What follows belongs to an exercise in optimizing a design on an open flow for small area, a short achievable clock period and few clock cycles per item; a production flow would make more cautious choices. Where RTL was checked, it was by simulation tests only, not by an equivalence proof against the original.

==> inputs of job 4718 <==
==> flow/design.v <==
module led_serial
   (
    clk,
    reset,
    keyi,
    datai,
    dataq,
    start,
    done);
   input          clk;
   input          reset;
   input  [127:0] keyi;
   input  [63:0]  datai;
   output [63:0]  dataq;
   input          start;
   output         done;
   reg  [63:0] state;
   reg  [5:0]  rc;      
   reg  [1:0]  cnt;     
   reg         ksel;    
   reg         busy;
   reg         done_r;  
   wire last = (rc == 6'h09);
   wire [63:0] s;
   wire [63:0] t;
   genvar i, r, c;
   generate
      for (i = 0; i < 16; i = i + 1) begin : g_sb
         led_sbox u_sb (.x(state[63-4*i -: 4]), .y(s[63-4*i -: 4]));
      end
      for (r = 0; r < 4; r = r + 1) begin : g_sr_r
         for (c = 0; c < 4; c = c + 1) begin : g_sr_c
            assign t[63-4*(r*4+c) -: 4] = s[63-4*(r*4 + (c+r)%4) -: 4];
         end
      end
   endgenerate
   wire [63:0] mc;
   generate
      for (c = 0; c < 4; c = c + 1) begin : g_mc
         wire [15:0] o;
         led_mcol u_mc (.i({t[63-4*c -: 4], t[63-4*(4+c) -: 4],
                            t[63-4*(8+c) -: 4], t[63-4*(12+c) -: 4]}), .o(o));
         assign mc[63-4*c -: 4]      = o[15:12];
         assign mc[63-4*(4+c) -: 4]  = o[11:8];
         assign mc[63-4*(8+c) -: 4]  = o[7:4];
         assign mc[63-4*(12+c) -: 4] = o[3:0];
      end
   endgenerate
   wire       step_end = (cnt == 2'd3);
   wire       load = ~busy & start;
   wire       use_k1 = load | (busy & step_end & ~ksel);
   wire       use_k2 = busy & step_end & ksel;
   wire       busy_next = busy ? ~last : start;
   wire [5:0] rca = (busy ? rc : 6'h01) & {6{busy_next}};
   wire [3:0] c8 = {busy_next, 3'b000};
   wire [3:0] c9 = {busy_next, 2'b00, busy_next};
   wire [3:0] c2 = {2'b00, busy_next, 1'b0};
   wire [3:0] c3 = {2'b00, busy_next, busy_next};
   wire [63:0] cmask = {c8, 1'b0, rca[5:3], 8'h0,
                        c9, 1'b0, rca[2:0], 8'h0,
                        c2, 1'b0, rca[5:3], 8'h0,
                        c3, 1'b0, rca[2:0], 8'h0};
   wire [63:0] mask = ({64{use_k1}} & keyi[127:64]) | ({64{use_k2}} & keyi[63:0]);
   wire [63:0] base = busy ? mc : (start ? datai : state);
   wire [63:0] state_next = base ^ mask ^ cmask;
   always @(posedge clk)
     state <= state_next;
   always @(posedge clk)
     if (start & ~busy) begin
        rc   <= 6'h03;
        cnt  <= 2'd0;
        ksel <= 1'b1;
     end else begin
        rc   <= {rc[4:0], rc[5] ^ rc[4] ^ 1'b1};
        cnt  <= cnt + 2'd1;
        if (step_end) ksel <= ~ksel;
     end
   always @(posedge clk, posedge reset)
     if (reset) begin
        busy   <= 1'b0;
        done_r <= 1'b1;
     end else begin
        busy   <= busy_next;
        done_r <= ~busy_next;
     end
   assign done  = done_r;
   assign dataq = state;
endmodule
module led_sbox (x, y);
   input  [3:0] x;
   output [3:0] y;
   wire a = x[0] & ~x[2];
   wire b = x[3] & ~a;
   wire e = x[0] & x[1];
   wire f = x[2] | ~x[1];
   wire g = ~((f & ~x[0]) | x[3]) & ~e;
   wire h = x[3] ^ x[0];
   wire k = ~((~(x[3] & x[0]) | f) & (x[3] | x[1]));
   assign y[0] = h ^ (x[2] & ~x[1]);
   assign y[1] = ~((h & x[2]) | k);
   assign y[2] = ((b | ~e) & ~(b & ~x[1])) ^ x[2];
   assign y[3] = ~((f & b) | g);
endmodule
module led_mcol (i, o);
   input  [15:0] i;
   output [15:0] o;
   wire x0 = i[15] ^ i[7];
   wire x1 = i[10] ^ i[5];
   wire x2 = i[4] ^ i[3];
   wire x3 = i[9] ^ x0;
   wire x4 = i[6] ^ i[2];
   wire x5 = i[11] ^ i[0];
   wire x6 = i[14] ^ i[8];
   wire x7 = i[12] ^ i[1];
   wire x8 = x1 ^ x7;
   wire x9 = i[13] ^ x4;
   wire x10 = i[6] ^ x5;
   wire x11 = i[1] ^ x2;
   wire x12 = i[7] ^ x6;
   wire x13 = i[12] ^ i[4];
   wire x14 = i[14] ^ i[0];
   wire x15 = x3 ^ x8;
   wire x16 = i[5] ^ x11;
   wire x17 = x3 ^ x6;
   wire x18 = i[11] ^ x9;
   wire x19 = i[13] ^ i[9];
   wire x20 = i[9] ^ i[10];
   wire x21 = i[13] ^ i[6];
   wire x22 = i[12] ^ i[2];
   wire x23 = i[8] ^ i[3];
   wire x24 = i[15] ^ i[8];
   wire x25 = x4 ^ x14;
   wire x26 = x1 ^ x23;
   wire x27 = x2 ^ x5;
   wire x28 = x4 ^ x13;
   wire x29 = i[13] ^ x5;
   wire x30 = x13 ^ x20;
   wire x31 = x2 ^ x14;
   wire x32 = x22 ^ x24;
   wire x33 = i[10] ^ x2;
   wire x34 = i[0] ^ x1;
   wire x35 = i[4] ^ x1;
   wire x36 = x10 ^ x30;
   wire x37 = x3 ^ x31;
   wire x38 = x0 ^ x10;
   wire x39 = i[3] ^ x12;
   wire x40 = i[5] ^ x28;
   wire x41 = x12 ^ x34;
   wire x42 = x27 ^ x32;
   wire x43 = i[15] ^ x8;
   wire x44 = x21 ^ x26;
   wire x45 = x10 ^ x11;
   wire x46 = x25 ^ x35;
   wire x47 = x16 ^ x19;
   wire x48 = x9 ^ x41;
   wire x49 = x18 ^ x33;
   wire x50 = x17 ^ x40;
   wire x51 = x16 ^ x38;
   wire x52 = i[2] ^ x15;
   wire x53 = x15 ^ x29;
   wire x54 = x12 ^ x36;
   wire x55 = x3 ^ x44;
   wire x56 = x17 ^ x45;
   assign o[12] = x39;
   assign o[13] = x37;
   assign o[14] = x43;
   assign o[15] = x18;
   assign o[8] = x49;
   assign o[9] = x48;
   assign o[10] = x56;
   assign o[11] = x52;
   assign o[4] = x53;
   assign o[5] = x50;
   assign o[6] = x55;
   assign o[7] = x54;
   assign o[0] = x51;
   assign o[1] = x42;
   assign o[2] = x47;
   assign o[3] = x46;
endmodule
==> flow/flow/run.sh <==
#!/bin/bash
# Layout flow: the standard flow, with two changes.
#  1. Synthesis maps the logic with the ABC script flow/abc.script in place of
#     ORFS's abc_speed.script (same Yosys script, registers untouched).
#  2. The ports are buffered by the smallest buffer, sky130_fd_sc_hd__buf_1,
#     instead of the one buffer_ports picks by default.
set -euo pipefail
here=$(pwd)
rm -rf "$here/scripts_abc"
cp -r "$FLOW_HOME/scripts" "$here/scripts_abc"
cp "$here/flow/abc.script" "$here/scripts_abc/abc_speed.script"
bash standard.sh "SCRIPTS_DIR=$here/scripts_abc" synth > synth.log 2>&1
bash standard.sh "BUFFER_PORTS_ARGS=-buffer_cell sky130_fd_sc_hd__buf_1" SETUP_SLACK_MARGIN=6.6 TNS_END_PERCENT=0 finish > layout.log 2>&1
==> flow/flow/abc.script <==
&get -n
&st
&deepsyn -T 60
&dch
&nf
&put
==> flow/standard.sh <==
#!/bin/bash
# synth_recipe.tcl (not shown) runs the flow's synth.tcl, then flattens the netlist and writes it again
# the make line also repeats each setting of config.mk as NAME=value (left out here)
make -C /OpenROAD-flow-scripts/flow DESIGN_CONFIG=/design/flow/config.mk WORK_HOME=/design/flow/orfs CLKGATE_MAP_FILE= SYNTH_SCRIPT=/design/flow/synth_recipe.tcl "${@:-finish}"
==> flow/config.mk <==
export PLATFORM = sky130hd
export DESIGN_NAME = led_serial
export DESIGN_NICKNAME = led_serial
export VERILOG_FILES = /design/flow/design.v
export SDC_FILE = /design/flow/constraint.sdc
export NUM_CORES = 4
export LEC_CHECK = 0
export CAP_MARGIN = 20
export CORE_MARGIN = 2
export CORE_UTILIZATION = 40
export PLACE_DENSITY = 0.6
export SLEW_MARGIN = 20
==> flow/constraint.sdc <==
create_clock -name core_clock -period 10.0 [get_ports {clk}]
set_input_delay 2.0000 -clock core_clock [delete_from_list [all_inputs] [get_ports {clk}]]
set_output_delay 2.0000 -clock core_clock [all_outputs]
set_load 0.01 [all_outputs]
==> job 5605: changes against job 4718 <==
==> flow/design.v (replaced) <==
module led_serial
   (
    clk,
    reset,
    keyi,
    datai,
    dataq,
    start,
    done);
   input          clk;
   input          reset;
   input  [127:0] keyi;
   input  [63:0]  datai;
   output [63:0]  dataq;
   input          start;
   output         done;
   reg  [63:0] state;
   reg  [5:0]  rc;      
   reg  [1:0]  cnt;     
   reg         ksel;    
   reg         busy;
   wire last = (rc == 6'h09);
   function automatic [3:0] x2;
      input [3:0] d;
      x2 = {d[2], d[1], d[3] ^ d[0], d[3]};
   endfunction
   function automatic [15:0] mcol;
      input [15:0] c;
      reg [3:0] c0, c1, c2, c3, n;
      integer j;
      begin
         c0 = c[15:12]; c1 = c[11:8]; c2 = c[7:4]; c3 = c[3:0];
         for (j = 0; j < 4; j = j + 1) begin
            n = x2(x2(c0)) ^ c1 ^ x2(c2 ^ c3);
            c0 = c1; c1 = c2; c2 = c3; c3 = n;
         end
         mcol = {c0, c1, c2, c3};
      end
   endfunction
   wire [63:0] s;
   wire [63:0] t;
   genvar i, r, c;
   generate
      for (i = 0; i < 16; i = i + 1) begin : g_sb
         led_sbox u_sb (.x(state[63-4*i -: 4]), .y(s[63-4*i -: 4]));
      end
      for (r = 0; r < 4; r = r + 1) begin : g_sr_r
         for (c = 0; c < 4; c = c + 1) begin : g_sr_c
            assign t[63-4*(r*4+c) -: 4] = s[63-4*(r*4 + (c+r)%4) -: 4];
         end
      end
   endgenerate
   wire [63:0] mc;
   generate
      for (c = 0; c < 4; c = c + 1) begin : g_mc
         wire [15:0] o = mcol({t[63-4*c -: 4], t[63-4*(4+c) -: 4],
                               t[63-4*(8+c) -: 4], t[63-4*(12+c) -: 4]});
         assign mc[63-4*c -: 4]      = o[15:12];
         assign mc[63-4*(4+c) -: 4]  = o[11:8];
         assign mc[63-4*(8+c) -: 4]  = o[7:4];
         assign mc[63-4*(12+c) -: 4] = o[3:0];
      end
   endgenerate
   wire       step_end = (cnt == 2'd3);
   wire       use_k1 = ~busy | (step_end & ~ksel);
   wire       use_k2 = busy & step_end & ksel;
   wire [5:0] rca = busy ? rc : 6'h01;
   wire       addc = ~(busy & last);
   wire [63:0] cmask = addc ? {4'h8, 1'b0, rca[5:3], 8'h0,
                                4'h9, 1'b0, rca[2:0], 8'h0,
                                4'h2, 1'b0, rca[5:3], 8'h0,
                                4'h3, 1'b0, rca[2:0], 8'h0} : 64'h0;
   wire [63:0] mask = ({64{use_k1}} & keyi[127:64]) | ({64{use_k2}} & keyi[63:0]);
   wire [63:0] state_next = (busy ? mc : datai) ^ mask ^ cmask;
   always @(posedge clk)
     if (busy | start)
       state <= state_next;
   always @(posedge clk)
     if (start & ~busy) begin
        rc   <= 6'h03;
        cnt  <= 2'd0;
        ksel <= 1'b1;
     end else begin
        rc   <= {rc[4:0], rc[5] ^ rc[4] ^ 1'b1};
        cnt  <= cnt + 2'd1;
        if (step_end) ksel <= ~ksel;
     end
   always @(posedge clk, posedge reset)
     if (reset)
       busy <= 1'b0;
     else if (busy)
       busy <= ~last;
     else
       busy <= start;
   assign done  = ~busy;
   assign dataq = state;
endmodule
module led_sbox (x, y);
   input  [3:0] x;
   output [3:0] y;
   wire a = x[0] & ~x[2];
   wire b = x[3] & ~a;
   wire e = x[0] & x[1];
   wire f = x[2] | ~x[1];
   wire g = ~((f & ~x[0]) | x[3]) & ~e;
   wire h = x[3] ^ x[0];
   wire k = ~((~(x[3] & x[0]) | f) & (x[3] | x[1]));
   assign y[0] = h ^ (x[2] & ~x[1]);
   assign y[1] = ~((h & x[2]) | k);
   assign y[2] = ((b | ~e) & ~(b & ~x[1])) ^ x[2];
   assign y[3] = ~((f & b) | g);
endmodule
==> flow/run.sh (new file) <==
#!/bin/bash
# synth_recipe.tcl (not shown) runs the flow's synth.tcl, then flattens the netlist and writes it again
# the make line also repeats each setting of config.mk as NAME=value (left out here)
make -C /OpenROAD-flow-scripts/flow DESIGN_CONFIG=/design/flow/config.mk WORK_HOME=/design/flow/orfs CLKGATE_MAP_FILE= SYNTH_SCRIPT=/design/flow/synth_recipe.tcl finish
removed: flow/flow/run.sh
removed: flow/flow/abc.script
removed: flow/standard.sh
==> job 4759: changes against job 4718 <==
--- a/flow/design.v
+++ b/flow/design.v
@@ -21,3 +21,2 @@
    reg         busy;
-   reg         done_r;  
    wire last = (rc == 6'h09);
@@ -49,20 +48,15 @@
    wire       step_end = (cnt == 2'd3);
-   wire       load = ~busy & start;
-   wire       use_k1 = load | (busy & step_end & ~ksel);
+   wire       use_k1 = ~busy | (step_end & ~ksel);
    wire       use_k2 = busy & step_end & ksel;
-   wire       busy_next = busy ? ~last : start;
-   wire [5:0] rca = (busy ? rc : 6'h01) & {6{busy_next}};
-   wire [3:0] c8 = {busy_next, 3'b000};
-   wire [3:0] c9 = {busy_next, 2'b00, busy_next};
-   wire [3:0] c2 = {2'b00, busy_next, 1'b0};
-   wire [3:0] c3 = {2'b00, busy_next, busy_next};
-   wire [63:0] cmask = {c8, 1'b0, rca[5:3], 8'h0,
-                        c9, 1'b0, rca[2:0], 8'h0,
-                        c2, 1'b0, rca[5:3], 8'h0,
-                        c3, 1'b0, rca[2:0], 8'h0};
+   wire [5:0] rca = busy ? rc : 6'h01;
+   wire       addc = ~(busy & last);
+   wire [63:0] cmask = addc ? {4'h8, 1'b0, rca[5:3], 8'h0,
+                                4'h9, 1'b0, rca[2:0], 8'h0,
+                                4'h2, 1'b0, rca[5:3], 8'h0,
+                                4'h3, 1'b0, rca[2:0], 8'h0} : 64'h0;
    wire [63:0] mask = ({64{use_k1}} & keyi[127:64]) | ({64{use_k2}} & keyi[63:0]);
-   wire [63:0] base = busy ? mc : (start ? datai : state);
-   wire [63:0] state_next = base ^ mask ^ cmask;
+   wire [63:0] state_next = (busy ? mc : datai) ^ mask ^ cmask;
    always @(posedge clk)
-     state <= state_next;
+     if (busy | start)
+       state <= state_next;
    always @(posedge clk)
@@ -78,10 +72,9 @@
    always @(posedge clk, posedge reset)
-     if (reset) begin
-        busy   <= 1'b0;
-        done_r <= 1'b1;
-     end else begin
-        busy   <= busy_next;
-        done_r <= ~busy_next;
-     end
-   assign done  = done_r;
+     if (reset)
+       busy <= 1'b0;
+     else if (busy)
+       busy <= ~last;
+     else
+       busy <= start;
+   assign done  = ~busy;
    assign dataq = state;
==> flow/run.sh (new file) <==
#!/bin/bash
# synth_recipe.tcl (not shown) runs the flow's synth.tcl, then flattens the netlist and writes it again
# the make line also repeats each setting of config.mk as NAME=value (left out here)
make -C /OpenROAD-flow-scripts/flow DESIGN_CONFIG=/design/flow/config.mk WORK_HOME=/design/flow/orfs CLKGATE_MAP_FILE= SYNTH_SCRIPT=/design/flow/synth_recipe.tcl finish
removed: flow/flow/run.sh
removed: flow/flow/abc.script
removed: flow/standard.sh
==> job 1444: changes against job 4718 <==
--- a/flow/design.v
+++ b/flow/design.v
@@ -49,20 +49,15 @@
    wire       step_end = (cnt == 2'd3);
-   wire       load = ~busy & start;
-   wire       use_k1 = load | (busy & step_end & ~ksel);
+   wire       use_k1 = ~busy | (step_end & ~ksel);
    wire       use_k2 = busy & step_end & ksel;
-   wire       busy_next = busy ? ~last : start;
-   wire [5:0] rca = (busy ? rc : 6'h01) & {6{busy_next}};
-   wire [3:0] c8 = {busy_next, 3'b000};
-   wire [3:0] c9 = {busy_next, 2'b00, busy_next};
-   wire [3:0] c2 = {2'b00, busy_next, 1'b0};
-   wire [3:0] c3 = {2'b00, busy_next, busy_next};
-   wire [63:0] cmask = {c8, 1'b0, rca[5:3], 8'h0,
-                        c9, 1'b0, rca[2:0], 8'h0,
-                        c2, 1'b0, rca[5:3], 8'h0,
-                        c3, 1'b0, rca[2:0], 8'h0};
+   wire [5:0] rca = busy ? rc : 6'h01;
+   wire       addc = ~(busy & last);
+   wire [63:0] cmask = addc ? {4'h8, 1'b0, rca[5:3], 8'h0,
+                                4'h9, 1'b0, rca[2:0], 8'h0,
+                                4'h2, 1'b0, rca[5:3], 8'h0,
+                                4'h3, 1'b0, rca[2:0], 8'h0} : 64'h0;
    wire [63:0] mask = ({64{use_k1}} & keyi[127:64]) | ({64{use_k2}} & keyi[63:0]);
-   wire [63:0] base = busy ? mc : (start ? datai : state);
-   wire [63:0] state_next = base ^ mask ^ cmask;
+   wire [63:0] state_next = (busy ? mc : datai) ^ mask ^ cmask;
    always @(posedge clk)
-     state <= state_next;
+     if (busy | start)
+       state <= state_next;
    always @(posedge clk)
@@ -77,2 +72,3 @@
      end
+   wire busy_next = busy ? ~last : start;
    always @(posedge clk, posedge reset)
--- a/flow/flow/run.sh
+++ b/flow/flow/run.sh
@@ -12,2 +12,2 @@
 bash standard.sh "SCRIPTS_DIR=$here/scripts_abc" synth > synth.log 2>&1
-bash standard.sh "BUFFER_PORTS_ARGS=-buffer_cell sky130_fd_sc_hd__buf_1" SETUP_SLACK_MARGIN=6.6 TNS_END_PERCENT=0 finish > layout.log 2>&1
+bash standard.sh "BUFFER_PORTS_ARGS=-buffer_cell sky130_fd_sc_hd__buf_1" SETUP_SLACK_MARGIN=6.8 TNS_END_PERCENT=0 finish > layout.log 2>&1
==> results.json <==
{
  "synth_top_cells_by_count": "xnor2_1 (201), xor2_1 (106), a22oi_1 (65)",
  "status": "no timing/DRC/antenna violations",
  "cp.required_ps": 8000,
  "antennaDiodeCount": 0,
  "std_cell_rows": 54,
  "cts.clk_slew.worst_paths_ps": 60,
  "async_reset_ff_share_pct": 1.35,
  "timing.rr.end": "state[47]$_DFFE_PP_",
  "pin_count_of_the_biggest_net_entering_global_routing": 68,
  "syn_nets": 1153,
  "number_of_register_bits_inferred_by_synthesis": 74,
  "path_buf_inv": 2,
  "fin_worst_skew_ps": 14.2,
  "cts.sinks": 74,
  "layout.cells.non_filler": 1447
}
That was job 4759.
==> results.json <==
{
  "antennaDiodeCount": 1,
  "number_of_register_bits_inferred_by_synthesis": 74,
  "timing.rr.end": "state[10]$_DFFE_PP_",
  "path_buf_inv": 2,
  "pin_count_of_the_biggest_net_entering_global_routing": 66,
  "layout.cells.non_filler": 1465,
  "cp.required_ps": 8000,
  "syn_nets": 1180,
  "async_reset_ff_share_pct": 1.35,
  "status": "no timing/DRC/antenna violations"
}
That was job 5605.
==> results.json <==
{
  "status": "no timing/DRC/antenna violations",
  "timing.rr.end": "state[34]$_DFF_P_",
  "grt.met3_usage_pct": 5.47,
  "cts.clk_slew.worst_paths_ps": 70,
  "hold_path_end": "cnt[0]$_SDFF_PP0_",
  "std_cell_rows": 50,
  "netlist_top_cells_area": "dfxtp_1 (19%), xnor2_1 (18%), xor2_1 (11%), xnor3_1 (9.6%), a22oi_1 (6.7%)",
  "fin_worst_skew_ps": 9.79,
  "highest-signal-layer": "met4",
  "pin_count_of_the_biggest_net_entering_global_routing": 50,
  "antennaDiodeCount": 0,
  "synth_top_cells_by_count": "xnor2_1 (158), xor2_1 (99), dfxtp_1 (73)",
  "path_buf_inv": 3,
  "number_of_register_bits_inferred_by_synthesis": 75,
  "cts_made_buffers": 9,
  "final.hold.worst_slack_ps": 420,
  "layout.cells.non_filler": 1393,
  "async_reset_ff_share_pct": 2.67
}
That was job 4718.
==> results.json <==
{
  "status": "no timing/DRC/antenna violations",
  "path_buf_inv": 0,
  "std_cell_rows": 50,
  "antennaDiodeCount": 0,
  "pin_count_of_the_biggest_net_entering_global_routing": 104,
  "syn_nets": 1037,
  "number_of_register_bits_inferred_by_synthesis": 75,
  "cts.clk_slew.worst_paths_ps": 70
}
That was job 1444.
Testbench counts of job 1444, summed over its fixed seeds: cycles 2,352, items 48.
The RTL of job 4718, job 5605 and job 4759 was laid out without a check of its function.

==> separate check: timing with driven ports <==
In the flow no input, the clock included, has a driving cell. The finished layouts below were timed again as built, in two steps.
Step 1 sets driving cells, clkbuf_16 on the clock port and buf_2 on the other inputs (assumed; they add their load-dependent delay and slew).
Step 2 also shifts input and output timing later by t, the mid clock arrival at the registers, as if the neighbouring blocks saw the same clock.
a / b / c = ideal / step 1 / step 2; a / b = the first two.
run	shift t [ns]	setup WS [ns]	slew at the worst register clock pin (ns)
job 4718	0.397	6.611 / 6.618 / 6.221	0.07 / 0.07
job 5605	0.396	5.773 / 5.727 / 6.122	0.07 / 0.07
job 4759	0.386	6.001 / 5.955 / 6.258	0.07 / 0.07
job 1444	0.383	6.824 / 6.824 / 6.698	0.07 / 0.07
After both steps setup and hold are still met in every run listed. For job 4718, which loses most, drivers alone change the setup slack by +0.007 ns; drivers and shift together by -0.390 ns.
